What follows belongs to an exercise in optimizing a design on an open flow for small area and a short achievable clock period; a production flow would make more cautious choices. Where RTL was checked, it was by simulation tests only, not by an equivalence proof against the original. The RTL of runs 1 to 6 was laid out without a check of its function. Power figures rest on the tool's default switching activity, not on a simulated workload.

**flow/constraint.sdc**
```tcl
create_clock -name core_clock -period 6.0 [get_ports {clk}]
set_input_delay 1.2000 -clock core_clock [delete_from_list [all_inputs] [get_ports {clk}]]
set_output_delay 1.2000 -clock core_clock [all_outputs]
set_load 0.01 [all_outputs]
```
**flow/config.mk**
```make
export PLATFORM = sky130hd
export DESIGN_NAME = alu8_top
export DESIGN_NICKNAME = alu8_top
export VERILOG_FILES = /design/flow/design.v
export SDC_FILE = /design/flow/constraint.sdc
export NUM_CORES = 4
export LEC_CHECK = 0
export CAP_MARGIN = 20
export CORE_MARGIN = 2
export CORE_UTILIZATION = 40
export SETUP_SLACK_MARGIN = 4.2
export SLEW_MARGIN = 20
```
**flow/standard.sh**
```bash
#!/bin/bash
# synth_recipe.tcl (not shown) runs the flow's synth.tcl, then flattens the netlist and writes it again
# the make line also repeats each setting of config.mk as NAME=value (left out here)
make -C /OpenROAD-flow-scripts/flow DESIGN_CONFIG=/design/flow/config.mk WORK_HOME=/design/flow/orfs CLKGATE_MAP_FILE= SYNTH_SCRIPT=/design/flow/synth_recipe.tcl "${@:-finish}"
```
**flow/design.v**
```verilog
`timescale 1ns / 1ns
module alu8_top(
    input            clk,
    input      [7:0] regA,
    input      [7:0] regB,
    input      [4:0] opcode,
    input      [7:0] flagsIn,
    output reg [7:0] res,
    output reg [7:0] flagsOut
);
    reg [7:0] regA_q, regB_q, flagsIn_q;
    reg [4:0] opcode_q;
    wire [7:0] res_d, flagsOut_d;
    alu8 u_alu(
        .regA(regA_q),
        .regB(regB_q),
        .opcode(opcode_q),
        .flagsIn(flagsIn_q),
        .res(res_d),
        .flagsOut(flagsOut_d)
    );
    always @(posedge clk) begin
        regA_q    <= regA;
        regB_q    <= regB;
        opcode_q  <= opcode;
        flagsIn_q <= flagsIn;
        res       <= res_d;
        flagsOut  <= flagsOut_d;
    end
endmodule

`timescale 1ns / 1ns
module alu8(
    input [7:0] regA, regB,
    input [4:0] opcode,
    input [7:0] flagsIn,
    output [7:0] res,
    output [7:0] flagsOut
);
    wire [7:0] A = regA;
    wire [7:0] B = regB;
    wire [4:0] op = opcode;
    wire cin = flagsIn[4];
    wire hin = flagsIn[5];
    wire nin = flagsIn[6];
    wire hi0 = ~op[4] & ~op[3];                         
    wire opArith = hi0 & ~(op[2] & (op[1] | op[0]));    
    wire opAddSub = hi0 & ~op[2];                       
    wire opAND = hi0 & op[2] & ~op[1] & op[0];
    wire opOR  = hi0 & op[2] & op[1] & ~op[0];
    wire opXOR = hi0 & op[2] & op[1] & op[0];
    wire opRot = ~op[4] & op[3];                        
    wire hi2 = op[4] & ~op[3];                          
    wire opSLA  = hi2 & (op[2:0] == 3'd0);
    wire opSRx  = hi2 & ~op[2] & (op[1] ^ op[0]);       
    wire opSWAP = hi2 & (op[2:0] == 3'd3);
    wire opBIT  = hi2 & (op[2:0] == 3'd4);
    wire opRES  = hi2 & (op[2:0] == 3'd5);
    wire opSET  = hi2 & (op[2:0] == 3'd6);
    wire opCCF  = hi2 & (op[2:0] == 3'd7);
    wire hi3 = op[4] & op[3];                           
    wire opSCF = hi3 & (op[2:0] == 3'd0);
    wire opDAA = hi3 & (op[2:0] == 3'd1);
    wire opCPL = hi3 & (op[2:0] == 3'd2);
    wire opLeft  = (opRot & ~op[0]) | opSLA;
    wire opRight = (opRot & op[0]) | opSRx;
    wire sub = op[1] | op[2];
    wire c0 = sub ^ (~op[2] & op[0] & cin);
    wire [7:0] bx = B ^ {8{sub}};
    wire [7:0] g = A & bx;
    wire [7:0] t = A | bx;
    wire [7:0] p = A ^ bx;
    wire [8:0] c;
    assign c[0] = c0;
    genvar i;
    generate
        for (i = 0; i < 8; i = i + 1) begin : carry
            assign c[i+1] = g[i] | (t[i] & c[i]);
        end
    endgenerate
    wire [7:0] sum = p ^ c[7:0];
    wire hc = c[4] ^ sub;
    wire cc = c[8] ^ sub;
    wire sumZ = &(~(p ^ {t[6:0], c0}));
    wire daaLo = (~nin & A[3] & (A[2] | A[1])) | hin;
    wire [7:0] dOff = {1'b0, cin, cin, 1'b0, 1'b0, daaLo, daaLo, 1'b0} ^ {8{nin}};
    wire [7:0] dg = A & dOff;
    wire [7:0] dt = A | dOff;
    wire [8:0] dc;
    assign dc[0] = nin;
    generate
        for (i = 0; i < 8; i = i + 1) begin : dcarry
            assign dc[i+1] = dg[i] | (dt[i] & dc[i]);
        end
    endgenerate
    wire [7:0] daaRes = A ^ dOff ^ dc[7:0];
    wire lbit = ~op[4] & (op[2] ? A[7] : cin);
    wire rbit = op[4] ? (~op[1] & A[7]) : (op[2] ? A[0] : cin);
    wire [7:0] bsel = 8'b1 << B[2:0];
    wire [7:0] resset = opSET ? (A | bsel) : (A & ~bsel);
    wire [7:0] other =
          ({8{opAND}} & (A & B))
        | ({8{opOR}}  & (A | B))
        | ({8{opXOR}} & (A ^ B))
        | ({8{opLeft}} & {A[6:0], lbit})
        | ({8{opRight}} & {rbit, A[7:1]})
        | ({8{opSWAP}} & {A[3:0], A[7:4]})
        | ({8{opRES | opSET}} & resset)
        | ({8{opCPL}} & ~A);
    assign res = ({8{opAddSub}} & sum) | ({8{opDAA}} & daaRes) | other;
    wire bitZ = ~A[B[2:0]];
    wire otherZEn = (hi0 & op[2] & (op[1] | op[0])) | (opRot & ~op[1]) | opSLA | opSRx | opSWAP;
    wire fZ = (opArith & sumZ) | (otherZEn & ~|other) | ((opBIT | opDAA) & bitZ);
    wire fN = (opArith & sub) | opCPL | (opDAA & nin);
    wire fH = (opArith & hc) | opAND | opCPL;
    wire fC = (opArith & cc) | (opLeft & A[7]) | (opRight & A[0]) | (opCCF & ~cin) | opSCF | (opDAA & nin);
    assign flagsOut = {fZ, fN, fH, fC, 4'b0};
endmodule
```
**flow/flow/run.sh**
```bash
#!/bin/bash
set -o pipefail
bash standard.sh ADDER_MAP_FILE= ABC_AREA=1 "BUFFER_PORTS_ARGS=-buffer_cell sky130_fd_sc_hd__buf_1" finish > flow_make.log 2>&1
```
==> summary.md, run 1 <==
| Metric | Value |
|---|---|
| Status | finished clean |
| Post-synthesis compound-gate area fraction | 0.188 |
| Reg clk slew, reported paths | roughly 0.090 ns |
| Switching power share of the total | 0.320 |
| Pwr dens | roughly 220 nW/um^2 |
| DP HPWL | 6410 um |
| Ys flop type | dfxtp_1 |
| CTS H-Tree Depth | 2 |
| Seq cells post-synth | 36 |
| Max Slew Vio Count | 0 |
| Worst Path Arrival | 0.73 ns |
| I/O Buffers | 36 |
| Worst-Skew Late Latency | 0.30 ns |
| Dpl cell area | 2800 um^2 |
| Commonest non-fill, non-tap cell in the layout | nand2_1 |
| Most frequent cells in the layout | nand2_1, nor2_1, nand3_1, buf_4, nand3_2 |
| Logic pwr share | 0.288 |
| Cell internal pwr | 0.558 mW |
| Die X | 85.5 um |
| PnR worst setup slack | 4.07 ns |
| Antenna Diode Count | 0 |
| Critical-path cell list | buf_2 |
| Clk network pwr share | 0.374 |
| Final min period | just under 2 ns |
| Vias | 3199 |
| Num rows | 29 |
| DRT Pass-1 Iters | 5 |
| Sequential group share of total power | 0.338 |
| Worst Tran Pin Value | about 0.65 ns |
| Io pins | 46 |
| Hold path startpoint | regA_q[1]$_DFF_P_ |
| Share of cells above drive strength 1 | 0.372 |
| Synth area leader | dfxtp_1 |
| Final TNS setup | 0 ns |
| CP max stage delay | 0.30 ns |
| Violation count after the first detailed-route iteration | roughly 340 |
| Vias in the first global route | between 2000 and 3000 |
| Sequential share of the synthesized area | 0.271 |
| Util after Layout | 0.580 |
| FMAX | 517 MHz |
| Clk_skew | 0.0153 ns |
| Final nets | around 500 |
| WS Path Type | register to primary output |
| Unique masters post-synth | 45 |
| Die height | 85.5 um |
| Initial antenna violation count | 0 |
| Mean area per synthesized cell | 6.61 um^2 |
| Post-Synth XOR/XNOR Area | 0.0485 |
| Unrepaired setup endpoints after global routing | true |
| Maxcap violations | 0 |
| Setup WS pre-CTS | 3.74 ns |
| Synth-to-Final Area Change | 39.3% |
| Hold Crit Depth | 4 |
| Vias per cell | 5.85 |
| Synth top area share | 0.271 |
| CTS Buf Count | 5 |
| Max_slew headroom | 0.565 |
| Final setup violation count | 0 |
| Worst reg2reg path depth | 13 |
| Die area | 7310 um^2 |
| Routed Antenna Nets | 0 |
| Worst reg-to-reg setup slack | 4.07 ns |
| Crit end category | primary output |
| Switch Pwr | 0.262 mW |
| Hold crit path type | register to register |
| VDD IR-drop max | ~130 uV |
| Synth Area in Simple Gates | 0.395 |
| Reg-to-reg endpoint | flagsOut[7]$_DFF_P_ |
| Synthesis Warnings | 1 |
| First-pass GRT wire length | 13800 um |
| Mapped Cells | 402 |
| Critical Path Slowest Stage Cell | dfxtp_1 |
| CORE AREA | roughly 6400 um^2 |
| Hold EP | res[5]$_DFF_P_ |
| Largest net degree at the start of global routing | 14 |
| Final worst-path cycle share | 0.322 |
| CTS tree | built |
| Fin area | roughly 3700 um^2 |
| GPL Wtd Cong | roughly 0.94 |
| Worst path top cell family by delay | flip-flops |
| Worst reg2reg path startpoint | opcode_q[1]$_DFF_P_ |
| CP required | 4.80 ns |
| Tot GR Track Use | 0.244 |
| Leakage | between 1.5 and 2 nW |
| Post-synthesis adder-cell area fraction | 0 |
| Dominant combinational cell family by area after synthesis | simple AND/OR/NAND/NOR gates |
| Fin. Hold Viols | 0 |
| Post-DR wirelength/cell | 17.2 um |
| Cell Area, Synth | between 2000 and 3000 um^2 |
| Starting density of the core | 0.416 |
| WP buf/inv | 1 |
| Clock Tree Root | clkbuf_8 |
| Multiplexer share of the synthesized area | 0 |
| Synth area leaders | dfxtp_1, nand2_1, nand3_1, nor2_1, inv_1 |
| EDFF count, synth | 0 |
| Drt total wl | 9400 um |
| Crit path max fanout | 1 |
| CP Launch Type | register |
| Total gr overflow | 0 |
| Sink Count | 36 |
| FFs w/ async S/R, synth | 0 |
| DRC | 0 |
| Max Buffers Root-to-Sink | 2 |
| Overall power | 0.820 mW |
==> cell families (layout without fill, tap and decap cells) <==
logic type	Yosys count	after routing
and+or+nand+nor	218	218
AOI/OAI and AO/OA	78	78
buffers and inverters	56	121
DFF	36	36
xor gates and xnor gates	13	13
other	1	4
==> power by group through the flow <==
stage	combinational [mW]	sequential [mW]	clock, mW
2_1_floorplan	0.129	0.278	0
3_3_place_gp	0.166	0.284	0
3_5_place_dp	0.166	0.284	0
4_1_cts	0.189	0.277	0.310
5_1_grt	0.255	0.279	0.320
6_report	0.236	0.277	0.307
==> worst max path at each step <==
| stage | depth (start not counted) | from | slack, ns | endpoint |
|---|---|---|---|---|
| 2_1_floorplan | 14 | opcode_q[1]$_DFF_P_ | 4.35 | flagsOut[4]$_DFF_P_ |
| 3_3_place_gp | 11 | opcode_q[0]$_DFF_P_ | 3.71 | res[7]$_DFF_P_ |
| 3_5_place_dp | 11 | opcode_q[0]$_DFF_P_ | 3.74 | res[7]$_DFF_P_ |
| 4_1_cts | 1 | res[5]$_DFF_P_ | 4.06 | res[5] |
| 5_1_grt | 13 | opcode_q[1]$_DFF_P_ | 3.97 | flagsOut[7]$_DFF_P_ |
| 6_report | 1 | res[3]$_DFF_P_ | 4.07 | res[3] |
==> through the flow <==
| step | hold WS [ns] | std cells |
|---|---|---|
| finish | 0.702 | 547 |
| detailed placement | 0.717 | 504 |
| floorplan | 0.603 | 405 |
| global route | 0.751 | 547 |
| CTS | 0.731 | 522 |
| global placement | 0.724 | 504 |
==> state kept, by name, summed over array words and instances, names as in the netlist <==
name       count
regA_q         8
regB_q         8
res            8
opcode_q       5
flagsOut       4
flagsIn_q      3
==> synthesized netlist by cell type, types with 5 or more instances <==
cell	instances
nand2_1	87
nand3_1	54
dfxtp_1	36
nor2_1	34
inv_1	31
a21oi_1	19
o21ai_0	18
o22ai_1	12
inv_2	10
nand2_2	9
xor2_1	9
o211ai_1	7
buf_2	6
buf_4	6
nand4_1	6
nor4_1	5
==> final cells by class <==
type / instances / area (um^2)
Clock buffer: 5 / 68.8
Clock inverter: 3 / 90.1
Fill cell: 595 / 2690
Inverter: 42 / 183
Multi-Input combinational cell: 313 / 2050
Sequential cell: 36 / 762
Tap cell: 77 / 96.3
Timing Repair Buffer: 71 / 452
==> routing by layer <==
layer | share of wire | global-route usage
met5 | 0 | 0
met2 | 0.48 | 0.396
met3 | 0.10 | 0.0414
met4 | 0.030 | 0.0808
met1 | 0.39 | 0.328
==> repair_timing <==
item,CTS,global route
hold endpoints to repair,0,0
setup buffers,10,25
endpoints found under the setup margin,24,22
hold buffers,0,0
resized for setup,73,66
gates cloned,0,0
pin swaps,12,23
==> run 2: changes to the inputs <==
--- a/flow/config.mk
+++ b/flow/config.mk
@@ -8,5 +8,4 @@
 export CAP_MARGIN = 20
 export CORE_MARGIN = 2
 export CORE_UTILIZATION = 40
-export SETUP_SLACK_MARGIN = 4.2
 export SLEW_MARGIN = 20
==> summary.md, run 2 <==
| Metric | Value |
|---|---|
| Status | finished clean |
| CTS Buf Count | 5 (unchanged) |
| CTS tree | built |
| Fin. Hold Viols | 0 (unchanged) |
| WS Path Type | register to register |
| CP max stage delay | 0.59 ns (+0.29 ns) |
| Antenna Diode Count | 0 (unchanged) |
| Tot GR Track Use | 0.231 (-0.0131) |
| Drt total wl | 8250 um (-12%) |
| Synth area leaders | dfxtp_1, nand2_1, nand3_1, nor2_1, inv_1 |
| Reg clk slew, reported paths | 0.09 ns (about the same) |
| Worst path top cell family by delay | simple AND/OR/NAND/NOR gates |
| CTS H-Tree Depth | 2 (unchanged) |
| Total gr overflow | 0 (unchanged) |
| Violation count after the first detailed-route iteration | 267 (-21%) |
| Final nets | 464 (-7.0%) |
| Die X | 85.5 um (unchanged) |
| Post-CTS Resized | 0 (-100%) |
| Busiest grt layer | met2 |
| Synth top area share | 0.271 (unchanged) |
| Seq cells post-synth | 36 (unchanged) |
| I/O Buffers | 36 (unchanged) |
| Ys flop type | dfxtp_1 |
| Worst-Skew Late Latency | 0.30 ns (about the same) |
| Maxcap violations | 0 (unchanged) |
| Top Registers | regA_q: 8 flops, regB_q: 8 flops, res: 8 flops |
| Share of cells above drive strength 1 | 0.113 (-0.260) |
| Initial antenna violation count | 0 (unchanged) |
| DRT Pass-1 Iters | 5 (unchanged) |
| EDFF count, synth | 0 (unchanged) |
| Critical Path Slowest Stage Cell | dfxtp_1 |
| Io pins | 46 (unchanged) |
| GPL Wtd Cong | 0.939 (unchanged) |
| Post-CTS Setup Bufs | 0 (-10) |
| DRC | 0 (unchanged) |
| Sink Count | 36 (unchanged) |
| Final TNS setup | 0 ns (unchanged) |
| Vias in the first global route | 2521 (-6.9%) |
| Fillers | 677 (+14%) |
| Die area | 7310 um^2 (unchanged) |
| Crit end category | register |
| Mean area per synthesized cell | 6.61 um^2 (unchanged) |
| Met3 usage | 0.0452 (+0.00385) |
| Final min period | 2.39 ns (+0.455 ns) |
| Max Slew Vio Count | 0 (unchanged) |
| Post-synth top cells | nand2_1, nand3_1, dfxtp_1, nor2_1, inv_1 |
| CP required | 6.20 ns (+1.40 ns) |
| Top-count cell post-synth | nand2_1 |
| Area of the multi-input gates | 1690 um^2 (-17%) |
| Util after Layout | 0.464 (-0.116) |
| FF/Latch Area | 721 um^2 (-5.4%) |
| Pwr dens | 254 nW/um^2 (+15%) |
| Leakage | 1.32 nW (-20%) |
| VDD IR-drop max | 123 uV (-4.3%) |
| WP buf/inv | 4 (+3) |
| Routing usage on met1 | 0.319 (-0.00950) |
| CP dominant cell by count | nand2_1 |
| Unrepaired setup endpoints after global routing | false |
| Post-DR wirelength/cell | 16.1 um (-6.3%) |
| Starting density of the core | 0.416 (unchanged) |
| Commonest non-fill, non-tap cell in the layout | nand2_1 |
| Cell Area, Synth | 2660 um^2 (unchanged) |
| Worst Path Arrival | 2.58 ns (+1.85 ns) |
| Clk_skew | 0.0133 ns (-0.00191 ns) |
| Synth-to-Final Area Change | 11.4% |
| Unique masters post-synth | 45 (unchanged) |
| FFs w/ async S/R, synth | 0 (unchanged) |
| Vias per cell | 5.70 (-2.6%) |
| CORE AREA | 6390 um^2 (unchanged) |
| Synthesis Warnings | 1 (unchanged) |
| Critical-path cell list | inv_2, nand2_1, inv_1, nand2_1, inv_2, o21ai_1, o211ai_1, nor4_1, inv_1, nor2_1, nand2_1 |
| Largest net degree at the start of global routing | 14 (unchanged) |
| DP HPWL | 6410 um (unchanged) |
| Hold Buf Count CTS | 0 (unchanged) |
| Met2 usage | 0.364 (-0.0320) |
| Sequential share of the synthesized area | 0.271 (unchanged) |
| Final setup violation count | 0 (unchanged) |
| FMAX | 419 MHz (-19%) |
| Num rows | 29 (unchanged) |
| Synth area leader | dfxtp_1 |
| Mapped Cells | 402 (unchanged) |
| Worst Tran Pin Value | 0.633 ns (-0.0174 ns) |
| Most frequent cells in the layout | nand2_1, nand3_1, dfxtp_1, buf_1, nor2_1 |
| Vias | 2917 (-8.8%) |
| CP Launch Type | register |
| Max_slew headroom | 0.567 (+0.00225) |
| Die height | 85.5 um (unchanged) |
| Clock Tree Root | clkbuf_8 |
| Routed Antenna Nets | 0 (unchanged) |
| First-pass GRT wire length | 13100 um (-5.6%) |
| Crit path max fanout | 10 (+9) |
| Hold crit path type | register to register |
| Final worst-path cycle share | 0.398 (+0.0758) |
| Max Buffers Root-to-Sink | 2 (unchanged) |
## run 2: cell counts after synthesis
Identical to the previous run, type by type.
## run 2: worst reg2reg max path: cells and delay by family (launching register included)
| kind | cells | cell delay (ns) |
|---|---|---|
| buf+inv | 4 | 0.36 |
| compound gates | 2 | 0.27 |
| simple gates | 5 | 1.06 |
| flops | 1 | 0.59 |
## run 2: path summary, 6_finish.rpt
kind	from	end	slack, ns	cells past startpoint
worst max-delay path	opcode_q[0]$_DFF_P_	res[7]$_DFF_P_	3.61	11
worst max register to register	opcode_q[0]$_DFF_P_	res[7]$_DFF_P_	3.61	11
worst min-delay path	flagsIn_q[5]$_DFF_P_	res[1]$_DFF_P_	0.76	5
worst min register to register	flagsIn_q[5]$_DFF_P_	res[1]$_DFF_P_	0.76	5
## run 2: area by class of cell
type,instances,area share
multi-input combinational,313,0.572
sequential,36,0.243
inverter,42,0.0532
timing repair buffer,36,0.0456
tap,77,0.0325
clock inverter,3,0.0304
clock buffer,5,0.0232
## run 2: per-layer routing
layer / share of wire / vias to the layer above
met5: 0 / -
li1: - / 1438
met3: 0.096 / 18
met2: 0.45 / 149
met4: 0.021 / 0
met1: 0.43 / 1312
## run 2: where the power goes
part / internal (mW) / switching [mW]
sequential: 0.258 / 0.0208
clock: 0.208 / 0.0966
combinational: 0.0586 / 0.111
total: 0.525 / 0.228
## run 2: kinds of logic (layout without fill, tap and decap cells)
group	count (synthesis)	count (layout)	synth area share
DFF	36	36	0.271
AOI/OAI and AO/OA	78	78	0.188
and+or+nand+nor	218	218	0.395
xor gates and xnor gates	13	13	0.0485
other	1	4	0.00141
buffers and inverters	56	86	0.0960
## run 2: per-stage QoR
| step | instances | cell area (um^2) | worst slack (ns) | total power [mW] | hold WS, ns |
|---|---|---|---|---|---|
| 2_1_floorplan | 405 | 2670 | 4.35 | 0.407 | 0.603 |
| 3_5_place_dp | 504 | 2800 | 3.74 | 0.450 | 0.717 |
| 3_3_place_gp | 504 | 2800 | 3.71 | 0.450 | 0.724 |
| 6_report | 512 | 2960 | 3.61 | 0.753 | 0.764 |
| 4_1_cts | 512 | 2960 | 3.71 | 0.756 | 0.751 |
| 5_1_grt | 512 | 2960 | 3.44 | 0.790 | 0.848 |
==> run 3: changes to the inputs <==
==> flow/flow/run.sh (replaced) <==
#!/bin/bash
# Own layout flow: the standard ORFS flow (standard.sh), with
#  - adder-cell extraction (ADDER_MAP_FILE) off, so ABC maps all logic,
#  - ABC run with flow/abc.script instead of ORFS's abc_speed/abc_area,
#  - port buffers of a chosen cell, and CTS without dummy loads.
# Each tool's output goes to its own log under orfs/logs; make's output
# goes to flow_make.log.
set -o pipefail
HERE=$(pwd)
source "$HERE/flow/settings.sh"
# ORFS synth.tcl with only the ABC script changed
sed "s#log_cmd abc {\*}\$abc_args#log_cmd abc -script $HERE/flow/abc.script {*}[lrange \$abc_args 2 end]#" \
    "$FLOW_HOME/scripts/synth.tcl" > "$HERE/synth_mod.tcl"
grep -q "flow/abc.script" "$HERE/synth_mod.tcl" || { echo "synth.tcl patch failed"; exit 1; }
# The standard flow's synthesis script, sourcing the patched synth.tcl
sed "s#\$::env(SCRIPTS_DIR)/synth.tcl#$HERE/synth_mod.tcl#" synth_recipe.tcl > "$HERE/my_synth.tcl"
grep -q "synth_mod.tcl" "$HERE/my_synth.tcl" || { echo "synth_recipe.tcl patch failed"; exit 1; }
bash standard.sh SYNTH_SCRIPT="$HERE/my_synth.tcl" ADDER_MAP_FILE= \
    "BUFFER_PORTS_ARGS=$BUFFER_PORTS_ARGS" "CTS_ARGS=$CTS_ARGS" $EXTRA finish > flow_make.log 2>&1
==> flow/flow/abc.script (new file) <==
strash
dch
map -B 0.9
topo
stime -c
buffer -c
upsize -c
dnsize -c
==> flow/flow/settings.sh (new file) <==
BUFFER_PORTS_ARGS="-buffer_cell sky130_fd_sc_hd__buf_1"
CTS_ARGS="-sink_clustering_enable -repair_clock_nets -dont_use_dummy_load"
EXTRA=""
--- a/flow/config.mk
+++ b/flow/config.mk
@@ -8,4 +8,5 @@
 export CAP_MARGIN = 20
 export CORE_MARGIN = 2
 export CORE_UTILIZATION = 40
+export SETUP_SLACK_MARGIN = 3.6
 export SLEW_MARGIN = 20
==> summary.md, run 3 <==
| Metric | Value |
|---|---|
| Status | finished clean |
| DP HPWL | 6410 um (unchanged) |
| Starting density of the core | 0.416 (unchanged) |
| CORE AREA | 6390 um^2 (unchanged) |
| CTS tree | built |
| Synth-to-Final Area Change | 8.80% |
| I/O Buffers | 36 (unchanged) |
| CTS H-Tree Depth | 2 (unchanged) |
| Top-count cell post-synth | nand2_1 |
| Die X | 85.5 um (unchanged) |
| Crit end category | register |
| CP Launch Type | register |
| Reg clk slew, reported paths | 0.07 ns (-0.02 ns) |
| Leakage | 1.29 nW (-2.9%) |
| Initial antenna violation count | 0 (unchanged) |
| Antenna Diode Count | 0 (unchanged) |
| Ys flop type | dfxtp_1 |
| GPL Wtd Cong | 0.939 (unchanged) |
| Overall power | 0.606 mW (-19%) |
| Routed Antenna Nets | 0 (unchanged) |
| Final nets | 464 (unchanged) |
| First-pass GRT wire length | 12900 um (-0.95%) |
| Worst path top cell family by delay | simple AND/OR/NAND/NOR gates |
| Fin area | 2890 um^2 (-2.4%) |
| Final min period | 2.23 ns (-0.153 ns) |
| Largest net degree at the start of global routing | 14 (unchanged) |
| Pwr dens | 210 nW/um^2 (-18%) |
| Cell Area, Synth | 2660 um^2 (unchanged) |
| Violation count after the first detailed-route iteration | 272 (+1.9%) |
| Total gr overflow | 0 (unchanged) |
| Worst Path Arrival | 2.37 ns (-0.21 ns) |
| WHS | 0.758 ns (-0.00593 ns) |
| Maxcap violations | 0 (unchanged) |
| Vias in the first global route | 2532 (+0.44%) |
| Most frequent cells in the layout | nand2_1, nand3_1, buf_1, dfxtp_1, nor2_1 |
| Post-route insts no fill | 509 (-0.59%) |
| Sequential share of the synthesized area | 0.271 (unchanged) |
| Sink Count | 36 (unchanged) |
| Unique masters post-synth | 45 (unchanged) |
| Synth area leaders | dfxtp_1, nand2_1, nand3_1, nor2_1, inv_1 |
| Io pins | 46 (unchanged) |
| WS Path Type | register to register |
| Dpl cell area | 2800 um^2 (unchanged) |
| Share of cells above drive strength 1 | 0.116 (+0.00310) |
| DRT Pass-1 Iters | 5 (unchanged) |
| FFs w/ async S/R, synth | 0 (unchanged) |
| Seq cells post-synth | 36 (unchanged) |
| Clock Tree Root | clkbuf_8 |
| Worst Tran Pin Value | 0.813 ns (+0.180 ns) |
| FMAX | 448 MHz (+6.9%) |
| DRC | 0 (unchanged) |
| CP required | 6.14 ns (-0.06 ns) |
| VDD IR-drop max | 115 uV (-6.7%) |
| CTS Buf Count | 5 (unchanged) |
| Final setup violation count | 0 (unchanged) |
| Top Registers | regA_q: 8 flops, regB_q: 8 flops, res: 8 flops |
| Mean area per synthesized cell | 6.61 um^2 (unchanged) |
| Clk_skew | 0.0136 ns (+0.000289 ns) |
| Die height | 85.5 um (unchanged) |
| Max Slew Vio Count | 0 (unchanged) |
| Critical-path cell list | nor2_4, xor2_1, or2_2, nand3_1, nand3_1, nand3_1, nand3_1, nand3_1, nand3_1, nand3_1, nand3_1 |
| Post-CTS Setup Bufs | 0 (unchanged) |
| Tot GR Track Use | 0.229 (-0.00201) |
| Synth area leader | dfxtp_1 |
| Die area | 7310 um^2 (unchanged) |
| Synth top area share | 0.271 (unchanged) |
| Setup WS pre-CTS | 3.74 ns (unchanged) |
| Unrepaired setup endpoints after global routing | false |
| Post-DR wirelength/cell | 16.1 um (+0.21%) |
| Max_slew headroom | 0.444 (-0.123) |
| CP dominant cell by count | nand3_1 |
| EDFF count, synth | 0 (unchanged) |
| PnR worst setup slack | 3.77 ns (+0.153 ns) |
| Vias per cell | 5.71 (+0.28%) |
| Crit path max fanout | 11 (+1) |
| Util after Layout | 0.453 (-0.0110) |
| Vias | 2908 (-0.31%) |
| Max Buffers Root-to-Sink | 2 (unchanged) |
| Hold crit path type | register to register |
| Final TNS setup | 0 ns (unchanged) |
| CP max stage delay | 0.42 ns (-0.17 ns) |
| Post-synth top cells | nand2_1, nand3_1, dfxtp_1, nor2_1, inv_1 |
| Commonest non-fill, non-tap cell in the layout | nand2_1 |
| Num rows | 29 (unchanged) |
| Worst-Skew Late Latency | 0.29 ns (about the same) |
| Synthesis Warnings | 1 (unchanged) |
| Critical Path Slowest Stage Cell | dfxtp_1 |
| Placed Cells | 504 (unchanged) |
| WP buf/inv | 0 (-4) |
| Final worst-path cycle share | 0.372 (-0.0255) |
| Fin. Hold Viols | 0 (unchanged) |
| Mapped Cells | 402 (unchanged) |
| Drt total wl | 8210 um (-0.38%) |
## run 3: path summary, 6_finish.rpt
path	depth (start not counted)	start	end	slack [ns]
worst max-delay path	11	opcode_q[1]$_DFF_P_	flagsOut[4]$_DFF_P_	3.77
worst min register to register	5	flagsIn_q[5]$_DFF_P_	res[1]$_DFF_P_	0.76
worst max register to register	11	opcode_q[1]$_DFF_P_	flagsOut[4]$_DFF_P_	3.77
worst min-delay path	5	flagsIn_q[5]$_DFF_P_	res[1]$_DFF_P_	0.76
## run 3: final cells by class
cell class | count | area (um^2)
Sequential cell | 36 | 722
Clock buffer | 5 | 68.8
Fill cell | 688 | 3490
Tap cell | 77 | 96.3
Multi-Input combinational cell | 313 | 1710
Timing Repair Buffer | 36 | 135
Inverter | 42 | 158
## run 3: cells by family (layout without fill, tap and decap cells)
family,Yosys count,in the layout,synth area share
simple gates,218,218,0.395
compound gates,78,78,0.188
buf+inv,56,83,0.0960
other cells,1,4,0.00141
xor+xnor,13,13,0.0485
flops,36,36,0.271
## run 3: worst min-delay path, stage by stage (launching register included)
cell     delay, ns
dfxtp_1       0.32
inv_1         0.08
nand3_1       0.08
nand2_1       0.07
nand2_1       0.07
nand3_1       0.10
## run 3: timing repair
action,4_1_cts,5_1_grt
resized for setup,0,4
hold buffers,0,0
endpoints found under the setup margin,0,2
## run 3: per-layer routing
metal	vias up	track usage	part of all wire	routed length [um]
met5	-	0	0	0
met4	0	0.0664	0.019	158
met3	15	0.0462	0.10	826
met2	154	0.366	0.46	3760
met1	1304	0.312	0.42	3470
li1	1435	-	-	-
## run 3: power by group
group	internal, mW	switching, mW	total [mW]
combinational	0.0593	0.111	0.170
sequential	0.258	0.0210	0.279
clock	0.0749	0.0821	0.157
==> run 4: changes to the inputs <==
==> flow/design.v (replaced) <==
`timescale 1ns / 1ns
module alu8_top(
    input            clk,
    input      [7:0] regA,
    input      [7:0] regB,
    input      [4:0] opcode,
    input      [7:0] flagsIn,
    output reg [7:0] res,
    output reg [7:0] flagsOut
);
    reg [7:0] regA_q, regB_q, flagsIn_q;
    reg [4:0] opcode_q;
    wire [7:0] res_d, flagsOut_d;
    alu8 u_alu(
        .regA(regA_q),
        .regB(regB_q),
        .opcode(opcode_q),
        .flagsIn(flagsIn_q),
        .res(res_d),
        .flagsOut(flagsOut_d)
    );
    always @(posedge clk) begin
        regA_q    <= regA;
        regB_q    <= regB;
        opcode_q  <= opcode;
        flagsIn_q <= flagsIn;
        res       <= res_d;
        flagsOut  <= flagsOut_d;
    end
endmodule

`timescale 1ns / 1ns
module alu8(
    input [7:0] regA, regB,
    input [4:0] opcode,
    input [7:0] flagsIn,
    output [7:0] res,
    output [7:0] flagsOut
);
    wire [7:0] A = regA;
    wire [7:0] B = regB;
    wire [4:0] op = opcode;
    wire cin = flagsIn[4];
    wire hin = flagsIn[5];
    wire nin = flagsIn[6];
    wire hi0 = ~op[4] & ~op[3];                         
    wire opAdd   = hi0 & ~op[2] & ~op[1];               
    wire opSub   = hi0 & ~op[2] & op[1];                
    wire opCP    = hi0 & op[2] & ~op[1] & ~op[0];       
    wire opAND   = hi0 & op[2] & ~op[1] & op[0];        
    wire opOR    = hi0 & op[2] & op[1] & ~op[0];        
    wire opXOR   = hi0 & op[2] & op[1] & op[0];         
    wire opRot   = ~op[4] & op[3];                      
    wire hi2 = op[4] & ~op[3];                          
    wire opSLA  = hi2 & (op[2:0] == 3'd0);
    wire opSRx  = hi2 & ~op[2] & (op[1] ^ op[0]);       
    wire opSWAP = hi2 & (op[2:0] == 3'd3);
    wire opBIT  = hi2 & (op[2:0] == 3'd4);
    wire opRES  = hi2 & (op[2:0] == 3'd5);
    wire opSET  = hi2 & (op[2:0] == 3'd6);
    wire opCCF  = hi2 & (op[2:0] == 3'd7);
    wire hi3 = op[4] & op[3];                           
    wire opSCF = hi3 & (op[2:0] == 3'd0);
    wire opDAA = hi3 & (op[2:0] == 3'd1);
    wire opCPL = hi3 & (op[2:0] == 3'd2);
    wire opArith = opAdd | opSub | opCP;
    wire sub     = opSub | opCP;
    wire opLeft  = (opRot & ~op[0]) | opSLA;
    wire opRight = (opRot & op[0]) | opSRx;
    wire daaLo = (~nin & A[3] & (A[2] | A[1])) | hin;
    wire [7:0] dOff = {1'b0, cin, cin, 1'b0, 1'b0, daaLo, daaLo, 1'b0} ^ {8{nin}};
    wire [7:0] bsel = 8'b1 << B[2:0];
    wire yB  = opAdd | opAND | opOR | opXOR;            
    wire yNB = sub;                                     
    wire [7:0] Y = ({8{yB}} & B) | ({8{yNB}} & ~B) | {8{opCPL}}
                 | ({8{opDAA}} & dOff) | ({8{opSET}} & bsel) | ({8{opRES}} & ~bsel);
    wire c0 = (opAdd & op[0] & cin) | (opSub & ~(op[0] & cin)) | opCP | (opDAA & nin);
    wire [7:0] g = A & Y;
    wire [7:0] t = A | Y;
    wire [7:0] p = A ^ Y;
    wire [8:0] c;
    assign c[0] = c0;
    genvar i;
    generate
        for (i = 0; i < 8; i = i + 1) begin : carry
            assign c[i+1] = g[i] | (t[i] & c[i]);
        end
    endgenerate
    wire [7:0] sum = p ^ c[7:0];
    wire sumZ = &(~(p ^ {t[6:0], c0}));
    wire lbit = ~op[4] & (op[2] ? A[7] : cin);
    wire rbit = op[4] ? (~op[1] & A[7]) : (op[2] ? A[0] : cin);
    wire sumEn = opAdd | opSub | opDAA;
    wire [7:0] other =
          ({8{opAND | opRES}} & g)
        | ({8{opOR | opSET}} & t)
        | ({8{opXOR | opCPL}} & p)
        | ({8{opLeft}} & {A[6:0], lbit})
        | ({8{opRight}} & {rbit, A[7:1]})
        | ({8{opSWAP}} & {A[3:0], A[7:4]});
    assign res = ({8{sumEn}} & sum) | other;
    wire bitZ = ~A[B[2:0]];
    wire otherZEn = opAND | opOR | opXOR | (opRot & ~op[1]) | opSLA | opSRx | opSWAP;
    wire fZ = (opArith & sumZ) | (otherZEn & ~|other) | ((opBIT | opDAA) & bitZ);
    wire fN = sub | opCPL | (opDAA & nin);
    wire fH = (opArith & (c[4] ^ sub)) | opAND | opCPL;
    wire fC = (opArith & (c[8] ^ sub)) | (opLeft & A[7]) | (opRight & A[0]) | (opCCF & ~cin) | opSCF | (opDAA & nin);
    assign flagsOut = {fZ, fN, fH, fC, 4'b0};
endmodule
--- a/flow/config.mk
+++ b/flow/config.mk
@@ -8,5 +8,5 @@
 export CAP_MARGIN = 20
 export CORE_MARGIN = 2
 export CORE_UTILIZATION = 40
-export SETUP_SLACK_MARGIN = 3.6
+export SETUP_SLACK_MARGIN = 3.9
 export SLEW_MARGIN = 20
==> summary.md, run 4 <==
| Metric | Value |
|---|---|
| Status | finished clean |
| Fillers | 540 (-22%) |
| Die height | 82.1 um (-4.0%) |
| Pwr dens | 187 nW/um^2 (-11%) |
| First-pass GRT wire length | 13000 um (+0.53%) |
| Routed Antenna Nets | 0 (unchanged) |
| Leakage | 1.52 nW (+18%) |
| Post-route insts no fill | 505 (-0.79%) |
| Mean area per synthesized cell | 7.04 um^2 (+6.6%) |
| Maxcap violations | 0 (unchanged) |
| CP Launch Type | register |
| Seq cells post-synth | 36 (unchanged) |
| Top-count cell post-synth | nand2_1 |
| CP dominant cell by count | nand3_2 |
| Post-DR wirelength/cell | 17.0 um (+5.5%) |
| Worst Tran Pin Value | 0.588 ns (-0.225 ns) |
| Hold crit path type | register to register |
| FMAX | 432 MHz (-3.4%) |
| Die X | 82.1 um (-4.0%) |
| Clk_skew | 0.0142 ns (+0.000596 ns) |
| Max_slew headroom | 0.603 (+0.159) |
| Drt total wl | 8600 um (+4.6%) |
| Mapped Cells | 346 (-14%) |
| Post-synth top cells | nand2_1, dfxtp_1, nand3_1, nor2_1, inv_1 |
| WHS | 0.620 ns (-0.138 ns) |
| Vias in the first global route | 2654 (+4.8%) |
| Synth top area share | 0.296 (+0.0245) |
| Total gr overflow | 0 (unchanged) |
| Sequential share of the synthesized area | 0.296 (+0.0245) |
| Sink Count | 36 (unchanged) |
| Synthesis Warnings | 1 (unchanged) |
| CTS H-Tree Depth | 2 (unchanged) |
| DRC | 0 (unchanged) |
| GPL Wtd Cong | 1.02 (+8.6%) |
| Final nets | 462 (-0.43%) |
| Fin area | 3480 um^2 (+20%) |
| Setup WS pre-CTS | 3.27 ns (-0.465 ns) |
| Fin. Hold Viols | 0 (unchanged) |
| Top Registers | regA_q: 8 flops, regB_q: 8 flops, res: 8 flops |
| Violation count after the first detailed-route iteration | 340 (+25%) |
| Final setup violation count | 0 (unchanged) |
| Reg clk slew, reported paths | 0.08 ns (about the same) |
| Clock Tree Root | clkbuf_8 |
| Cell Area, Synth | 2440 um^2 (-8.3%) |
| Worst Path Arrival | 2.48 ns (+0.11 ns) |
| Starting density of the core | 0.412 (-0.00448) |
| Initial antenna violation count | 0 (unchanged) |
| Max Buffers Root-to-Sink | 2 (unchanged) |
| Unrepaired setup endpoints after global routing | true |
| Final TNS setup | 0 ns (unchanged) |
| FF/Latch Area | 751 um^2 (+4.0%) |
| Ys flop type | dfxtp_1 |
| Vias per cell | 5.65 (-1.2%) |
| Final worst-path cycle share | 0.386 (+0.0132) |
| Num rows | 28 (-3.4%) |
| Hold EP | flagsOut[4]$_DFF_P_ |
| Reg-to-reg endpoint | flagsOut[4]$_DFF_P_ |
| Hold path startpoint | regA_q[0]$_DFF_P_ |
| Max Slew Vio Count | 0 (unchanged) |
| I/O Buffers | 36 (unchanged) |
| Final min period | 2.31 ns (+0.0795 ns) |
| Placed Cells | 451 (-11%) |
| Vias | 2851 (-2.0%) |
| DP HPWL | 5440 um (-15%) |
| WP buf/inv | 2 (+2) |
| Worst-Skew Late Latency | 0.29 ns (about the same) |
| Unique masters post-synth | 49 (+8.9%) |
| Critical-path cell list | nor2_4, buf_6, nand3_4, nand2_4, buf_6, a21oi_2, o2111ai_2, or2_4, nand3_2, nand3_2, nand3_2, nand3_2, nand3_2, nand3_2, nand3_2, nand2_1 |
| VDD IR-drop max | 121 uV (+5.3%) |
| Worst path top cell family by delay | simple AND/OR/NAND/NOR gates |
| WS Path Type | register to register |
| Crit end category | register |
| Most frequent cells in the layout | nand2_1, buf_4, buf_1, dfxtp_1 |
| Worst reg-to-reg setup slack | 3.69 ns (-0.08 ns) |
| Dpl cell area | 2610 um^2 (-6.8%) |
| CP max stage delay | 0.40 ns (-0.02 ns) |
| PnR worst setup slack | 3.69 ns (-0.0795 ns) |
| Worst reg2reg path startpoint | opcode_q[4]$_DFF_P_ |
| Area of the multi-input gates | 1860 um^2 (+8.8%) |
| Die area | 6730 um^2 (-7.9%) |
| Synth-to-Final Area Change | 42.8% |
| Share of cells above drive strength 1 | 0.428 (+0.312) |
| Worst reg2reg path depth | 16 (+5) |
| CP required | 6.17 ns (+0.03 ns) |
| Antenna Diode Count | 0 (unchanged) |
| Synth area leader | dfxtp_1 |
| FFs w/ async S/R, synth | 0 (unchanged) |
| Largest net degree at the start of global routing | 13 (-1) |
| CTS tree | built |
| Commonest non-fill, non-tap cell in the layout | nand2_1 |
| Hold Crit Depth | 2 (-3) |
| Io pins | 46 (unchanged) |
| DRT Pass-1 Iters | 5 (unchanged) |
| Crit path max fanout | 6 (-5) |
| Critical Path Slowest Stage Cell | dfxtp_4 |
| Synth area leaders | dfxtp_1, nand2_1, nand3_1, nand3_2, nor2_1 |
| CTS Buf Count | 5 (unchanged) |
| Tot GR Track Use | 0.257 (+0.0287) |
| EDFF count, synth | 0 (unchanged) |
| CORE AREA | 5920 um^2 (-7.3%) |
-- run 4: changes by cell type after synthesis, sizes merged, moves of 3 or more --
| cell | delta |
|---|---|
| xor2 | -7 |
| nand2 | -19 |
| a21oi | -3 |
| nand4 | -3 |
| o211ai | -6 |
| o31ai | +5 |
| nand3 | -11 |
| o2111ai | +3 |
| buf | -5 |
| or2 | -3 |
| o21ai | +5 |
| nor4 | -5 |
| o22ai | -3 |
-- run 4: worst max path at each step --
stage	end	startpoint	cells after the start	slack, ns
finish	flagsOut[4]$_DFF_P_	opcode_q[4]$_DFF_P_	16	3.69
floorplan	flagsOut[4]$_DFF_P_	opcode_q[1]$_DFF_P_	19	3.98
CTS	flagsOut[4]$_DFF_P_	opcode_q[4]$_DFF_P_	20	3.81
global route	res[6]$_DFF_P_	opcode_q[4]$_DFF_P_	19	3.57
global placement	flagsOut[4]$_DFF_P_	opcode_q[2]$_DFF_P_	15	3.29
detailed placement	flagsOut[4]$_DFF_P_	opcode_q[2]$_DFF_P_	15	3.27
-- run 4: tightest hold or removal path: stages, from the launching register on --
cell and delay [ns]:
dfxtp_1 0.41, a221oi_1 0.10, nand2_1 0.07
-- run 4: report_power, final --
group | internal, mW | total (mW) | switching (mW)
Sequential | 0.257 | 0.275 | 0.0176
Clock | 0.0748 | 0.154 | 0.0790
Combinational | 0.0892 | 0.222 | 0.133
Total | 0.421 | 0.651 | 0.230
-- run 4: final cells by class --
cell class / count / area share
Clock buffer: 5 / 0.0198
Sequential cell: 36 / 0.216
Inverter: 40 / 0.0496
Multi-Input combinational cell: 264 / 0.535
Tap cell: 75 / 0.0270
Timing Repair Buffer: 85 / 0.153
-- run 4: cells by family after synthesis --
kind of cell,Yosys count,synth area share
xor gates and xnor gates,5,0.0180
and+or+nand+nor,175,0.378
other,1,0.00154
DFF,36,0.296
buffers and inverters,49,0.0898
AOI/OAI and AO/OA,80,0.217
-- run 4: timing repair --
| item | 4_1_cts | 5_1_grt |
|---|---|---|
| pin swaps | 22 | 25 |
| gates resized for setup | 76 | 44 |
| hold buffers | 0 | 0 |
| endpoints found under the setup margin | 11 | 11 |
| setup buffers | 31 | 18 |
-- run 4: metrics by stage --
stage	utilization	total power, mW
after floorplan	-	0.393
after global placement	0.441	0.431
after detailed placement	0.441	0.431
after CTS	0.537	0.624
after global routing	0.588	0.689
final	0.588	0.651
-- run 4: layer usage --
metal / GRT usage / share of wire / vias up / wire length [um]
met4: 0.127 / 0.056 / 0 / 480
met1: 0.318 / 0.40 / 1303 / 3450
met2: 0.427 / 0.48 / 150 / 4090
met5: 0 / 0 / - / 0
met3: 0.0484 / 0.067 / 45 / 579
li1: - / - / 1353 / -
==> run 5: changes to the inputs <==
==> flow/flow/abc.script (replaced) <==
strash
dch -f
map -D 1600
topo
stime -c
buffer -c
upsize -D 1600
dnsize -D 1600
--- a/flow/config.mk
+++ b/flow/config.mk
@@ -8,5 +8,4 @@
 export CAP_MARGIN = 20
 export CORE_MARGIN = 2
 export CORE_UTILIZATION = 40
-export SETUP_SLACK_MARGIN = 3.9
 export SLEW_MARGIN = 20
==> summary.md, run 5 <==
| Metric | Value |
|---|---|
| Worst-Skew Late Latency | 0.28 ns (about the same) |
| Worst reg2reg path depth | 12 (-4) |
| FMAX | 297 MHz (-31%) |
| Die height | 78.3 um (-4.6%) |
| Sink Count | 36 (unchanged) |
| Top Registers | regA_q: 8 flops, regB_q: 8 flops, res: 8 flops |
| Post-CTS Setup Bufs | 0 (-100%) |
| CTS H-Tree Depth | 2 (unchanged) |
| Mean area per synthesized cell | 6.84 um^2 (-2.9%) |
| Max_slew headroom | 0.370 (-0.233) |
| Synthesis Warnings | 1 (unchanged) |
| CTS Buf Count | 5 (unchanged) |
| Leakage | 1.07 nW (-30%) |
| Post-synth top cells | nand2_1, inv_1, dfxtp_1, nor2_1, nand3_1 |
| Crit end category | register |
| CP required | 6.14 ns (-0.03 ns) |
| Drt total wl | 6370 um (-26%) |
| CORE AREA | 5410 um^2 (-8.7%) |
| Clock Tree Root | clkbuf_8 |
| Final min period | 3.37 ns (+1.06 ns) |
| Share of cells above drive strength 1 | 0.0728 (-0.355) |
| Antenna Diode Count | 0 (unchanged) |
| Post-CTS Resized | 0 (-100%) |
| Worst Path Arrival | 3.51 ns (+1.03 ns) |
| Tot GR Track Use | 0.211 (-0.0462) |
| Commonest non-fill, non-tap cell in the layout | nand2_1 |
| Mapped Cells | 323 (-6.6%) |
| Largest net degree at the start of global routing | 13 (unchanged) |
| CTS tree | built |
| Fin. Hold Viols | 0 (unchanged) |
| Pwr dens | 227 nW/um^2 (+21%) |
| Sequential share of the synthesized area | 0.326 (+0.0305) |
| Met2 usage | 0.336 (-0.0906) |
| Critical Path Slowest Stage Cell | a2111oi_0 |
| Synth area leaders | dfxtp_1, nand2_1, nand3_1, inv_1, nor2_1 |
| Worst Tran Pin Value | 0.937 ns (+0.349 ns) |
| Overall power | 0.557 mW (-14%) |
| Met3 usage | 0.0402 (-0.00812) |
| Die X | 78.3 um (-4.6%) |
| Busiest grt layer | met2 |
| Cell Area, Synth | 2210 um^2 (-9.3%) |
| GPL Wtd Cong | 0.938 (-8.1%) |
| Post-DR wirelength/cell | 14.8 um (-13%) |
| Max Slew Vio Count | 0 (unchanged) |
| Vias per cell | 5.56 (-1.5%) |
| Die area | 6130 um^2 (-8.9%) |
| Synth top area share | 0.326 (+0.0305) |
| Initial antenna violation count | 0 (unchanged) |
| Clk_skew | 0.0110 ns (-0.00326 ns) |
| Vias in the first global route | 2079 (-22%) |
| WHS | 0.619 ns (-0.00121 ns) |
| Total gr overflow | 0 (unchanged) |
| DRT Pass-1 Iters | 5 (unchanged) |
| Crit path max fanout | 12 (+6) |
| Reg-to-reg endpoint | flagsOut[7]$_DFF_P_ |
| Setup WS pre-CTS | 2.76 ns (-0.510 ns) |
| Final nets | 389 (-16%) |
| Ys flop type | dfxtp_1 |
| WS Path Type | register to register |
| Critical-path cell list | nor3_2, a22oi_2, o21ai_1, nand3b_1, or2_1, nand2_2, nor2_1, a2111oi_0, nand3_1, nor4_1, nand2_1, o311ai_1 |
| Io pins | 46 (unchanged) |
| Synth-to-Final Area Change | 11.0% |
| Seq cells post-synth | 36 (unchanged) |
| Starting density of the core | 0.409 (-0.00287) |
| DP HPWL | 5030 um (-7.6%) |
| Num rows | 27 (-3.6%) |
| Hold EP | res[2]$_DFF_P_ |
| First-pass GRT wire length | 10000 um (-23%) |
| Fillers | 599 (+11%) |
| Final setup violation count | 0 (unchanged) |
| Reg clk slew, reported paths | 0.07 ns (about the same) |
| CP Launch Type | register |
| Vias | 2385 (-16%) |
| Hold Buf Count CTS | 0 (unchanged) |
| Routing usage on met1 | 0.275 (-0.0428) |
| EDFF count, synth | 0 (unchanged) |
| PnR worst setup slack | 2.63 ns (-1.06 ns) |
| Worst reg-to-reg setup slack | 2.63 ns (-1.06 ns) |
| Maxcap violations | 0 (unchanged) |
| Status | finished clean |
| Hold Crit Depth | 2 (unchanged) |
| Routed Antenna Nets | 0 (unchanged) |
| Unrepaired setup endpoints after global routing | false |
| Worst reg2reg path startpoint | opcode_q[4]$_DFF_P_ |
| Max Buffers Root-to-Sink | 2 (unchanged) |
| Hold crit path type | register to register |
| Top-count cell post-synth | nand2_1 |
| Hold path startpoint | regA_q[3]$_DFF_P_ |
| FFs w/ async S/R, synth | 0 (unchanged) |
| Most frequent cells in the layout | nand2_1, inv_1, dfxtp_1, buf_1, nor2_1 |
| Final worst-path cycle share | 0.562 (+0.176) |
| Violation count after the first detailed-route iteration | 246 (-28%) |
| I/O Buffers | 36 (unchanged) |
| Synth area leader | dfxtp_1 |
| DRC | 0 (unchanged) |
| Unique masters post-synth | 42 (-14%) |
| Final TNS setup | 0 ns (unchanged) |
| VDD IR-drop max | 111 uV (-7.7%) |
| CP max stage delay | 0.62 ns (+0.22 ns) |
-- run 5: cell types whose count changed after synthesis, sizes merged, moves of 7 or more --
cell / delta
o21ai: -16
nand2: -13
nand3: -19
a21oi: +7
-- run 5: power breakdown --
part	total [mW]	leakage [nW]	internal, mW	switching (mW)
logic	0.134	0.729	0.0455	0.0887
registers	0.272	0.302	0.258	0.0144
clock network	0.151	0.0359	0.0747	0.0758
total	0.557	1.07	0.378	0.179
-- run 5: through the flow --
stage               area, um^2  utilization  std cells
floorplan                 2220            -        326
global placement          2380        0.441        424
detailed placement        2380        0.441        424
CTS                       2450        0.454        429
global route              2450        0.454        429
finish                    2450        0.454        429
-- run 5: area by class of cell --
cell class | count | area, um^2 | area share
Multi-Input combinational cell | 239 | 1280 | 0.524
Timing Repair Buffer | 36 | 135 | 0.0551
Tap cell | 72 | 90.1 | 0.0367
Clock buffer | 5 | 68.8 | 0.0280
Sequential cell | 36 | 721 | 0.294
Inverter | 41 | 154 | 0.0627
-- run 5: routing by layer --
layer,wire length (um),part of all wire,vias up
met1,2820,0.44,1065
li1,-,-,1191
met5,0,0,-
met3,444,0.070,14
met4,198,0.031,0
met2,2910,0.46,115
-- run 5: kinds of logic after synthesis --
kind of cell	Yosys count	share of synthesized area
AOI/OAI and AO/OA	84	0.259
xor gates and xnor gates	5	0.0198
buffers and inverters	51	0.0974
DFF	36	0.326
other	1	0.00170
and+or+nand+nor	146	0.296
-- run 5: worst max path at each step --
stage | start | depth (start not counted) | endpoint
after global routing | opcode_q[4]$_DFF_P_ | 12 | flagsOut[7]$_DFF_P_
after CTS | opcode_q[4]$_DFF_P_ | 12 | flagsOut[7]$_DFF_P_
after global placement | opcode_q[4]$_DFF_P_ | 12 | flagsOut[7]$_DFF_P_
after detailed placement | opcode_q[4]$_DFF_P_ | 12 | flagsOut[7]$_DFF_P_
final | opcode_q[4]$_DFF_P_ | 12 | flagsOut[7]$_DFF_P_
after floorplan | opcode_q[4]$_DFF_P_ | 15 | flagsOut[7]$_DFF_P_
-- run 5: critical path, delay by kind of cell (launching register included) --
kind,cells,cell delay [ns]
AOI/OAI and AO/OA,4,1.40
DFF,1,0.50
and+or+nand+nor,8,1.33
==> run 6: changes to the inputs <==
==> flow/flow/abc.script (replaced) <==
strash
dch
map -B 0.9
topo
stime -c
buffer -c
upsize -c
dnsize -c
--- a/flow/config.mk
+++ b/flow/config.mk
@@ -8,4 +8,5 @@
 export CAP_MARGIN = 20
 export CORE_MARGIN = 2
 export CORE_UTILIZATION = 40
+export SETUP_SLACK_MARGIN = 3.6
 export SLEW_MARGIN = 20
==> summary.md, run 6 <==
| Metric | Value |
|---|---|
| Post-DR wirelength/cell | 16.2 um (+8.9%) |
| Die X | 82.1 um (+4.8%) |
| Synth area leaders | dfxtp_1, nand2_1, nand3_1, nand3_2, nor2_1 |
| Leakage | 1.36 nW (+28%) |
| CTS H-Tree Depth | 2 (unchanged) |
| VDD IR-drop max | 123 uV (+10%) |
| Hold crit path type | register to register |
| Synth top area share | 0.296 (-0.0305) |
| Worst-Skew Late Latency | 0.29 ns (about the same) |
| DP HPWL | 5440 um (+8.2%) |
| Sink Count | 36 (unchanged) |
| Die area | 6730 um^2 (+9.8%) |
| Violation count after the first detailed-route iteration | 239 (-2.8%) |
| Seq cells post-synth | 36 (unchanged) |
| Max Buffers Root-to-Sink | 2 (unchanged) |
| Pwr dens | 198 nW/um^2 (-13%) |
| Max Slew Vio Count | 0 (unchanged) |
| Routing usage on met1 | 0.304 (+0.0290) |
| Crit end category | register |
| Met2 usage | 0.369 (+0.0329) |
| Clk_skew | 0.0130 ns (+0.00205 ns) |
| Busiest grt layer | met2 |
| Commonest non-fill, non-tap cell in the layout | nand2_1 |
| Drt total wl | 7760 um (+22%) |
| Num rows | 28 (+3.7%) |
| EDFF count, synth | 0 (unchanged) |
| Worst Path Arrival | 2.48 ns (-1.03 ns) |
| First-pass GRT wire length | 11500 um (+15%) |
| Largest net degree at the start of global routing | 13 (unchanged) |
| Top-count cell post-synth | nand2_1 |
| CP Launch Type | register |
| CORE AREA | 5920 um^2 (+9.5%) |
| Share of cells above drive strength 1 | 0.356 (+0.283) |
| WP buf/inv | 5 (+5) |
| Vias per cell | 5.62 (+1.1%) |
| Crit path max fanout | 7 (-5) |
| Maxcap violations | 0 (unchanged) |
| Initial antenna violation count | 0 (unchanged) |
| Final worst-path cycle share | 0.385 (-0.177) |
| Synth area leader | dfxtp_1 |
| Unique masters post-synth | 49 (+17%) |
| Final min period | 2.31 ns (-1.06 ns) |
| Tot GR Track Use | 0.229 (+0.0183) |
| Hold Buf Count CTS | 0 (unchanged) |
| Met3 usage | 0.0418 (+0.00153) |
| Critical Path Slowest Stage Cell | dfxtp_4 |
| Max_slew headroom | 0.609 (+0.239) |
| CTS tree | built |
| Critical-path cell list | clkinvlp_4, nand3_4, nand2_4, inv_8, nor2_4, nor2_2, nand2_2, inv_2, nand2_4, buf_4, a211oi_2, o2111ai_1, buf_4, o21bai_1 |
| CTS Buf Count | 5 (unchanged) |
| Most frequent cells in the layout | nand2_1, buf_1, dfxtp_1 |
| Fin. Hold Viols | 0 (unchanged) |
| Cell Area, Synth | 2440 um^2 (+10%) |
| Area of the multi-input gates | 1780 um^2 (+39%) |
| Top Registers | regA_q: 8 flops, regB_q: 8 flops, res: 8 flops |
| Worst Tran Pin Value | 0.579 ns (-0.359 ns) |
| Vias | 2697 (+13%) |
| Worst path top cell family by delay | buffers and inverters |
| GPL Wtd Cong | 1.02 (+8.8%) |
| Synth-to-Final Area Change | 30.1% |
| Die height | 82.1 um (+4.8%) |
| FMAX | 433 MHz (+46%) |
| Util after Layout | 0.536 (+0.0816) |
| Mapped Cells | 346 (+7.1%) |
| Final TNS setup | 0 ns (unchanged) |
| Status | finished clean |
| Mean area per synthesized cell | 7.04 um^2 (+3.0%) |
| DRC | 0 (unchanged) |
| FFs w/ async S/R, synth | 0 (unchanged) |
| Reg clk slew, reported paths | 0.07 ns (about the same) |
| DRT Pass-1 Iters | 5 (unchanged) |
| Io pins | 46 (unchanged) |
| Fillers | 596 (-0.50%) |
| I/O Buffers | 36 (unchanged) |
| Unrepaired setup endpoints after global routing | true |
| Total gr overflow | 0 (unchanged) |
| Sequential share of the synthesized area | 0.296 (-0.0305) |
| Starting density of the core | 0.412 (+0.00287) |
| Final nets | 437 (+12%) |
| CP max stage delay | 0.42 ns (-0.20 ns) |
| Antenna Diode Count | 0 (unchanged) |
| Clock Tree Root | clkbuf_8 |
| WS Path Type | register to register |
| Vias in the first global route | 2291 (+10%) |
| Routed Antenna Nets | 0 (unchanged) |
| Final setup violation count | 0 (unchanged) |
| FF/Latch Area | 744 um^2 (+3.3%) |
| Ys flop type | dfxtp_1 |
| CP required | 6.17 ns (+0.03 ns) |
| Synthesis Warnings | 1 (unchanged) |
| Post-synth top cells | nand2_1, dfxtp_1, nand3_1, nor2_1, inv_1 |
[run 6: area by class of cell]
type	count	share of cell area
multi-input combinational	264	0.563
sequential	36	0.235
timing repair buffer	60	0.0994
inverter	40	0.0517
tap	75	0.0296
clock buffer	5	0.0217
[run 6: worst register-to-register path, stage by stage (launching register included)]
cell and delay [ns]:
dfxtp_4 0.42, clkinvlp_4 0.17, nand3_4 0.14, nand2_4 0.09, inv_8 0.08, nor2_4 0.03
nor2_2 0.11, nand2_2 0.11, inv_2 0.10, nand2_4 0.08, buf_4 0.15, a211oi_2 0.16
o2111ai_1 0.19, buf_4 0.18, o21bai_1 0.15
[run 6: worst paths after layout]
kind                                          start                   to  slack (ns)  cells past startpoint
worst min-delay path              regA_q[0]$_DFF_P_  flagsOut[4]$_DFF_P_        0.59                      2
worst max-delay path            opcode_q[2]$_DFF_P_       res[1]$_DFF_P_        3.69                     14
worst max register to register  opcode_q[2]$_DFF_P_       res[1]$_DFF_P_        3.69                     14
worst min register to register    regA_q[0]$_DFF_P_  flagsOut[4]$_DFF_P_        0.59                      2
[run 6: cell families after synthesis]
kind of cell,count (synthesis),share of synthesized area
xor gates and xnor gates,5,0.0180
buffers and inverters,49,0.0898
and+or+nand+nor,175,0.378
other,1,0.00154
AOI/OAI and AO/OA,80,0.217
DFF,36,0.296
[run 6: metrics by stage]
stage	cell area [um^2]	total power [mW]	setup WS, ns	hold WS [ns]	instances
5_1_grt	3170	0.665	3.53	0.649	480
3_3_place_gp	2610	0.431	3.29	0.572	451
2_1_floorplan	2450	0.393	3.98	0.474	349
3_5_place_dp	2610	0.431	3.27	0.560	451
6_report	3170	0.626	3.69	0.594	480
4_1_cts	2740	0.590	3.60	0.590	459
[run 6: where the power goes]
part | switching, mW | total [mW] | internal (mW)
registers | 0.0162 | 0.274 | 0.258
clock network | 0.0804 | 0.155 | 0.0748
logic | 0.123 | 0.197 | 0.0740
total | 0.220 | 0.626 | 0.407
[run 6: what timing repair did]
action / 4_1_cts / 5_1_grt
endpoints found under the setup margin: 9 / 8
pin swaps: 2 / 18
buffers inserted: 3 / 21
cloned: 0 / 0
hold endpoints to repair: 0 / 0
resized for setup: 12 / 71
[run 6: per-layer routing]
metal  part of all wire  wire length (um)
met1               0.42              3280
met2               0.49              3770
met3              0.055               426
met4              0.037               286
met5                  0                 0
==> run 7: changes to the inputs <==
--- a/flow/design.v
+++ b/flow/design.v
@@ -78,14 +78,20 @@
     wire [7:0] g = A & Y;
     wire [7:0] t = A | Y;
     wire [7:0] p = A ^ Y;
-    wire [8:0] c;
-    assign c[0] = c0;
-    genvar i;
-    generate
-        for (i = 0; i < 8; i = i + 1) begin : carry
-            assign c[i+1] = g[i] | (t[i] & c[i]);
-        end
-    endgenerate
+    wire g0 = g[0] | (t[0] & c0);
+    wire G10 = g[1] | (t[1] & g0);
+    wire G32 = g[3] | (t[3] & g[2]), P32 = t[3] & t[2];
+    wire G54 = g[5] | (t[5] & g[4]), P54 = t[5] & t[4];
+    wire G76 = g[7] | (t[7] & g[6]), P76 = t[7] & t[6];
+    wire G20 = g[2] | (t[2] & G10);
+    wire G30 = G32 | (P32 & G10);
+    wire G64 = g[6] | (t[6] & G54), P64 = t[6] & P54;
+    wire G74 = G76 | (P76 & G54), P74 = P76 & P54;
+    wire G40 = g[4] | (t[4] & G30);
+    wire G50 = G54 | (P54 & G30);
+    wire G60 = G64 | (P64 & G30);
+    wire G70 = G74 | (P74 & G30);
+    wire [8:0] c = {G70, G60, G50, G40, G30, G20, G10, g0, c0};
     wire [7:0] sum = p ^ c[7:0];
     wire sumZ = &(~(p ^ {t[6:0], c0}));
     wire lbit = ~op[4] & (op[2] ? A[7] : cin);
--- a/flow/config.mk
+++ b/flow/config.mk
@@ -8,5 +8,5 @@
 export CAP_MARGIN = 20
 export CORE_MARGIN = 2
 export CORE_UTILIZATION = 40
-export SETUP_SLACK_MARGIN = 3.6
+export SETUP_SLACK_MARGIN = 3.9
 export SLEW_MARGIN = 20
==> summary.md, run 7 <==
| Metric | Value |
|---|---|
| Max_slew headroom | 0.655 (+0.0454) |
| I/O Buffers | 36 (unchanged) |
| Synth Area in Simple Gates | 0.460 (+0.0818) |
| Fin area | 3270 um^2 (+3.0%) |
| Antenna Diode Count | 0 (unchanged) |
| First-pass GRT wire length | 11200 um (-2.7%) |
| CTS tree | built |
| Synth area leaders | dfxtp_1, nand2_1, nand3_1, nor2_1, inv_1 |
| Switch Pwr | 0.221 mW (+0.52%) |
| Fin. Hold Viols | 0 (unchanged) |
| Final min period | 2.10 ns (-0.213 ns) |
| Drt total wl | 7560 um (-2.5%) |
| Die area | 6850 um^2 (+1.7%) |
| Leakage | 1.54 nW (+13%) |
| Top-count cell post-synth | nand2_1 |
| Worst Tran Pin Value | 0.511 ns (-0.0672 ns) |
| Sink Count | 36 (unchanged) |
| Most frequent cells in the layout | nand2_1, nand3_1, inv_1, buf_1, nor2_1 |
| Seq cells post-synth | 36 (unchanged) |
| Post-DR wirelength/cell | 14.0 um (-14%) |
| Pwr dens | 191 nW/um^2 (-3.4%) |
| Total gr overflow | 0 (unchanged) |
| Final setup violation count | 0 (unchanged) |
| CTS H-Tree Depth | 2 (unchanged) |
| Crit path max fanout | 7 (unchanged) |
| Commonest non-fill, non-tap cell in the layout | nand2_1 |
| Io pins | 46 (unchanged) |
| Multiplexer share of the synthesized area | 0.00404 (+0.00404) |
| Placed Cells | 509 (+13%) |
| Overall power | 0.623 mW (-0.48%) |
| Hold crit path type | register to register |
| FFs w/ async S/R, synth | 0 (unchanged) |
| Mapped Cells | 403 (+16%) |
| WHS | 0.607 ns (+0.0129 ns) |
| Synthesis Warnings | 1 (unchanged) |
| Sequential share of the synthesized area | 0.291 (-0.00507) |
| Tot GR Track Use | 0.217 (-0.0118) |
| Mean area per synthesized cell | 6.15 um^2 (-13%) |
| Final TNS setup | 0 ns (unchanged) |
| Clock Tree Root | clkbuf_8 |
| Unrepaired setup endpoints after global routing | true |
| Cell internal pwr | 0.402 mW (-1.0%) |
| Post-synth top cells | nand2_1, nand3_1, nor2_1, dfxtp_1, inv_1 |
| DP HPWL | 5400 um (-0.72%) |
| Largest net degree at the start of global routing | 11 (-2) |
| VDD IR-drop max | 106 uV (-14%) |
| Worst-Skew Late Latency | 0.29 ns (about the same) |
| Worst Path Arrival | 2.27 ns (-0.21 ns) |
| Routed Antenna Nets | 0 (unchanged) |
| Initial antenna violation count | 0 (unchanged) |
| Dpl cell area | 2660 um^2 (+1.8%) |
| Dominant combinational cell family by area after synthesis | simple AND/OR/NAND/NOR gates |
| Clk network pwr share | 0.251 (+0.003) |
| Switching power share of the total | 0.354 (+0.00352) |
| Post-synthesis compound-gate area fraction | 0.136 (-0.0809) |
| Num rows | 28 (unchanged) |
| Synth-to-Final Area Change | 31.7% |
| Reg clk slew, reported paths | 0.07 ns (about the same) |
| CP Launch Type | register |
| Synth area leader | dfxtp_1 |
| Post-Synth XOR/XNOR Area | 0.0106 (-0.00737) |
| Vias | 2898 (+7.5%) |
| Cell Area, Synth | 2480 um^2 (+1.7%) |
| Final nets | 498 (+14%) |
| Top Registers | regA_q: 8 flops, regB_q: 8 flops, res: 8 flops |
| Max Buffers Root-to-Sink | 2 (unchanged) |
| Die height | 82.7 um (+0.83%) |
| WS Path Type | register to register |
| Starting density of the core | 0.416 (+0.00472) |
| Logic pwr share | 0.309 (-0.006) |
| Ys flop type | dfxtp_1 |
| FMAX | 477 MHz (+10%) |
| CP required | 6.18 ns (about the same) |
| GPL Wtd Cong | 0.940 (-7.8%) |
| DRT Pass-1 Iters | 5 (unchanged) |
| Share of cells above drive strength 1 | 0.268 (-0.0873) |
| Violation count after the first detailed-route iteration | 260 (+8.8%) |
| Maxcap violations | 0 (unchanged) |
| Vias per cell | 5.36 (-4.7%) |
| CTS Buf Count | 5 (unchanged) |
| Vias in the first global route | 2335 (+1.9%) |
| Post-synthesis adder-cell area fraction | 0 (unchanged) |
| Max Slew Vio Count | 0 (unchanged) |
| Final worst-path cycle share | 0.349 (-0.0355) |
| Unique masters post-synth | 32 (-35%) |
| Clk_skew | 0.00386 ns (-0.00915 ns) |
| Synth top area share | 0.291 (-0.00507) |
| Status | finished clean |
| Die X | 82.7 um (+0.83%) |
| CORE AREA | 5960 um^2 (+0.59%) |
| DRC | 0 (unchanged) |
| Crit end category | register |
| EDFF count, synth | 0 (unchanged) |
| Sequential group share of total power | 0.440 (+0.003) |
| Fillers | 578 (-3.0%) |
| Post-route insts no fill | 541 (+13%) |
## run 7: layer usage
metal,track usage,routed length (um)
met1,0.286,3210
met2,0.355,3550
met3,0.0424,568
met4,0.0754,236
met5,0,0
## run 7: path summary, 6_finish.rpt
check	startpoint	end	slack, ns	cells past startpoint
max	opcode_q[2]$_DFF_P_	flagsOut[7]$_DFF_P_	3.90	12
min	regA_q[7]$_DFF_P_	flagsOut[4]$_DFF_P_	0.61	2
max reg2reg	opcode_q[2]$_DFF_P_	flagsOut[7]$_DFF_P_	3.90	12
min reg2reg	regA_q[7]$_DFF_P_	flagsOut[4]$_DFF_P_	0.61	2
## run 7: area by class of cell
type,count,area (um^2),area share
Multi-Input combinational cell,315,1840,0.563
Clock buffer,5,68.8,0.0211
Inverter,48,188,0.0575
Sequential cell,36,743,0.228
Timing Repair Buffer,62,334,0.102
Tap cell,75,93.8,0.0287
## run 7: power groups by stage
stage	registers [mW]	logic, mW	clock network (mW)
global placement	0.278	0.150	0
floorplan	0.278	0.114	0
CTS	0.273	0.155	0.162
detailed placement	0.278	0.152	0
global route	0.277	0.213	0.170
finish	0.274	0.193	0.157
## run 7: repair_timing
item	in CTS	in global routing
hold buffers	0	0
gates resized for setup	6	83
setup endpoints to repair	10	10
pin swaps	2	29
cloned	0	1
setup buffers	7	19
## run 7: per-stage QoR
stage / utilization / setup slack, ns
2_1_floorplan: - / 4.19
3_3_place_gp: 0.446 / 3.76
3_5_place_dp: 0.446 / 3.79
4_1_cts: 0.469 / 3.90
5_1_grt: 0.548 / 3.75
6_report: 0.548 / 3.90
## run 7: worst max-delay path: stages (launching register included)
cell and delay, ns:
dfxtp_4 0.39, inv_2 0.14, nand3_1 0.16, o21ai_1 0.43, o21ai_0 0.21, o21ai_0 0.14
a21oi_1 0.07, nand3_1 0.13, nor2_2 0.07, nand2_1 0.07, nor2_1 0.04, nand3_1 0.06
nand3_1 0.06
## run 7: cell families (layout without fill, tap and decap cells)
kind of cell / count (synthesis) / after routing
compound gates: 62 / 62
xor+xnor: 3 / 3
buf+inv: 56 / 115
flops: 36 / 36
mux: 1 / 1
other cells: 1 / 4
simple gates: 244 / 245

Re-timed with assumed drivers on the ports (clkbuf_16 on the clock, buf_2 on other inputs), run 7 has 3.905 ns of setup slack against 3.905 ns with ideal ports, and 3.905 ns once port delays also move by the mid clock arrival of 0.316 ns.
